What follows belongs to an exercise in optimizing a design on an open flow for small area, a short achievable clock period and few clock cycles per item; a production flow would make more cautious choices.
Function was checked by simulation only, so behaviour that the tests miss may differ from the original.
No activity file was given, so power comes from the tool's default toggle rates.

// bike_mul
module bike_mul
#(  parameter               G_ADDR_W = 8,
    parameter               G_DAT_W = 64,
    parameter               H_ADDR_W = 7,
    parameter               H_DAT_W = 14
    )
(
    input                   clk,
    input                   rst_b,
    input                   start,
    output                  done,
    output [G_ADDR_W-1:0]   g_addra,
    input  [G_DAT_W-1:0]    g_douta,
    output [G_ADDR_W-1:0]   g_addrb,
    input  [G_DAT_W-1:0]    g_doutb,
    output [H_ADDR_W-1:0]   h_addra,
    input  [H_DAT_W-1:0]    h_douta,
    output                  f_wea,
    output [G_ADDR_W-1:0]   f_addra,
    output [G_DAT_W-1:0]    f_dina,
    input  [G_DAT_W-1:0]    f_douta
    );
mul_ctrl mul0_ctrl (
    .clk        (clk),
    .rst_b      (rst_b),
    .start      (start),
    .done       (done),
    .g_addra    (g_addra),
    .g_douta    (g_douta),
    .g_addrb    (g_addrb),
    .g_doutb    (g_doutb),
    .h_addra    (h_addra),
    .h_douta    (h_douta),
    .f_wea      (f_wea),
  ...
Size in the first run: about 230 flip-flops, ~14000 sq um of cells after synthesis.
clock: 8.0 ns
lec_check: 0
cap_margin: 20
core_margin: 2
core_utilization: 40
place_density: 0.6
setup_slack_margin: 5
slew_margin: 20
run.sh (not shown) runs the stock make flow with config.mk's settings and CLKGATE_MAP_FILE= SYNTH_SCRIPT=/design/flow/synth_recipe.tcl, a recipe that flattens the netlist after the stock synthesis.
Testbench counts at the start, summed over its fixed seeds: cycles 205,868, mults 18.
Then changed:
==> flow/flow/run.sh (new file) <==
#!/bin/bash
# The standard layout, with the port buffers made of buf_1 cells instead of
# the clkdlybuf4s50_1 cells buffer_ports picks by default.
set -euo pipefail
bash standard.sh "BUFFER_PORTS_ARGS=-buffer_cell sky130_fd_sc_hd__buf_1" finish > standard_flow.log 2>&1
==> flow/standard.sh (new file) <==
#!/bin/bash
# synth_recipe.tcl (not shown) runs the flow's synth.tcl, then flattens the netlist and writes it again
# the make line also repeats each setting of config.mk as NAME=value (left out here)
make -C /OpenROAD-flow-scripts/flow DESIGN_CONFIG=/design/flow/config.mk WORK_HOME=/design/flow/orfs CLKGATE_MAP_FILE= SYNTH_SCRIPT=/design/flow/synth_recipe.tcl "${@:-finish}"
removed: flow/run.sh
Total power goes down by a few percent.
Global-route usage decreases by 2.0 points.
Setup slack improves by 0.055 ns.
Clock skew is about the same.
Final cell count decreases slightly.
Sequential share of layout area increases by 3.2 points.
Hold slack stays flat.
Synthesized area is unchanged.

Setup of job 101:
Another version of the RTL of bike_mul (not shown whole).
Size: roughly 250 flip-flops, about 14000 sq um of cells after synthesis.
clock: 8.0 ns
lec_check: 0
cap_margin: 20
core_margin: 2
core_utilization: 40
place_density: 0.6
setup_slack_margin: 5
slew_margin: 20
standard.sh (not shown) runs the stock make flow with config.mk's settings and CLKGATE_MAP_FILE= SYNTH_SCRIPT=/design/flow/synth_recipe.tcl, a recipe that flattens the netlist after the stock synthesis.
==> flow/flow/run.sh <==
#!/bin/bash
# The standard layout, with the port buffers made of buf_1 cells instead of
# the clkdlybuf4s50_1 cells buffer_ports picks by default, a clock tree
# without dummy loads and with clusters of up to 30 sinks, and repair_timing aiming at a 2.7 ns cycle.
set -euo pipefail
bash standard.sh "BUFFER_PORTS_ARGS=-buffer_cell sky130_fd_sc_hd__buf_1" \
  "CTS_ARGS=-sink_clustering_enable -repair_clock_nets -dont_use_dummy_load -sink_clustering_size 30 -sink_clustering_max_diameter 100" \
  "SETUP_SLACK_MARGIN=5.3" \
  finish > standard_flow.log 2>&1
Per the final summary, job 101 finished and its layout is clean on timing, DRC and antenna.
Testbench counts of job 101, summed over its fixed seeds: cycles 207,147, mults 18.
Setup changes, job 101 to job 102
==> flow/flow/run.sh <==
#!/bin/bash
# The standard layout, with the port buffers made of buf_1 cells instead of
# the clkdlybuf4s50_1 cells buffer_ports picks by default, a clock tree
# without dummy loads and with clusters of up to 24 sinks, and repair_timing aiming at a 2.6 ns cycle.
set -euo pipefail
bash standard.sh "BUFFER_PORTS_ARGS=-buffer_cell sky130_fd_sc_hd__buf_1" \
  "CTS_ARGS=-sink_clustering_enable -repair_clock_nets -dont_use_dummy_load -sink_clustering_size 24 -sink_clustering_max_diameter 80" \
  "SETUP_SLACK_MARGIN=5.4" \
  finish > standard_flow.log 2>&1
Findings:
- Where worst-case headroom to the max-slew limit is concerned, job 101 is outperformed by job 102.
- Relative to job 101, the final cell area reported for job 102 is higher.
- As of job 102, via count had risen slightly compared to job 101.
- On met3 track utilization from global routing: between job 102 and job 101, it ends up higher for job 102.
- A most common library cell in the layout ignoring fill and taps of sky130_fd_sc_hd__mux2i_1 is what job 102 shows, while sky130_fd_sc_hd__buf_1 belongs to job 101.
- Between job 102 and job 101, it is job 102 whose clock period minus final worst setup slack is lower, by 0.079 ns.
--- input diff job 102..job 103 ---
--- a/flow/flow/run.sh
+++ b/flow/flow/run.sh
@@ -4 +4 @@
-# without dummy loads and with clusters of up to 24 sinks, and repair_timing aiming at a 2.6 ns cycle.
+# without dummy loads and with clusters of up to 24 sinks, and repair_timing aiming at a 2.7 ns cycle.
@@ -8 +8 @@
-  "SETUP_SLACK_MARGIN=5.4" \
+  "SETUP_SLACK_MARGIN=5.3" \
--- outcome ---
- Across job 102 and job 103, none had a timing, DRC or antenna violation.
- From job 102 to job 103 the numbers moved as follows: proportion of power drawn by the clock network went up; total power went down; via total after detailed routing went down.
- Job 103 — highest achievable clock rate 0.010 GHz lower, job 102 as reference
- Job 103 ended with less worst-case headroom to the max-slew limit than job 102.
- As far as count of clock-buffer cells in the layout goes, job 103 and job 102 are indistinguishable; the numbers are identical.
- Job 102 has a higher combinational group share of total power than job 103.
- Effective utilization at floorplan came out exactly the same in job 102 and job 103.
- Taking job 102 as the reference, in job 103 smallest setup slack after layout went down by 0.069 ns, final critical delay including setup and external delays +0.069 ns.
Modified inputs, job 104 compared to job 103
--- a/flow/flow/run.sh
+++ b/flow/flow/run.sh
@@ -4 +4 @@
-# without dummy loads and with clusters of up to 24 sinks, and repair_timing aiming at a 2.7 ns cycle.
+# without dummy loads and with clusters of up to 24 sinks, and repair_timing aiming at a 2.8 ns cycle.
@@ -8 +8 @@
-  "SETUP_SLACK_MARGIN=5.3" \
+  "SETUP_SLACK_MARGIN=5.2" \
Results
No stage failed in job 104, and the final checks on the layout all came back clean. On total internal power, job 104 tracks job 103 almost exactly. As far as routed wire length is concerned, job 104 and job 103 perform about the same. [compare] base=job 103 new=job 104: slew at the pin closest to its max-slew limit ~0 delta; worst-case setup margin in the final layout -0.015 ns. On clock skew, job 103 tracks job 104 almost exactly.
## Diff of input files: job 105 against job 104
--- a/flow/flow/run.sh
+++ b/flow/flow/run.sh
@@ -4 +4 @@
-# without dummy loads and with clusters of up to 24 sinks, and repair_timing aiming at a 2.8 ns cycle.
+# without dummy loads and with clusters of up to 24 sinks, and repair_timing aiming at a 2.5 ns cycle.
@@ -8 +8 @@
-  "SETUP_SLACK_MARGIN=5.2" \
+  "SETUP_SLACK_MARGIN=5.5" \
### Flow results
Synthesized cell count came out exactly the same in job 105 and job 104. Net load switching power was lower in job 104 than in job 105. In the reports for job 105 and job 104, the smaller cell count along the critical path belongs to job 105. Re count of clock-buffer cells in the layout: no difference whatsoever between job 105 and job 104. Register-to-register slack for job 105: 0.17 ns up relative to job 104. Job 105: total area of sequential cells is 2.3% higher than what job 104 reported. The average wire per cell in the routed design reported for job 105 is greater than that of job 104 by 1.4%.

[port drivers added, routing unchanged]
Ports are ideal in the flow. The routed layouts listed here were re-timed in OpenROAD. Step 1 sets driving cells, clkbuf_16 on the clock port and buf_2 on the other inputs (assumed; they add their load-dependent delay and slew). Step 2, shift: input delay + t, output delay - t, t = (earliest + latest rising clock arrival at the registers) / 2. This alone moves slack from input paths to output paths. a / b / c = ideal ports / drivers / drivers and shift; a / b = the first two.
run	t (ns)	setup WS [ns]	worst hold slack (ns)	worst data-port slew with drivers (ns)
the first run of note 1	0.592	4.650 / 4.662 / 4.070	0.321 / 0.321 / 0.321	0.10
the second run of note 1	0.583	4.705 / 4.716 / 4.133	0.324 / 0.324 / 0.324	0.10
job 101	0.533	5.354 / 5.305 / 5.226	0.331 / 0.331 / 0.331	0.10
job 102	0.532	5.433 / 5.384 / 5.252	0.327 / 0.327 / 0.327	0.10
job 103	0.532	5.364 / 5.315 / 5.245	0.327 / 0.327 / 0.327	0.10
job 104	0.530	5.349 / 5.313 / 5.248	0.327 / 0.327 / 0.327	0.09
job 105	0.530	5.438 / 5.389 / 5.249	0.327 / 0.327 / 0.327	0.10
After both steps setup and hold are still met in every run listed. The setup slack of the first run of note 1, which loses most, moves by +0.012 ns with the drivers and by -0.580 ns with both steps.
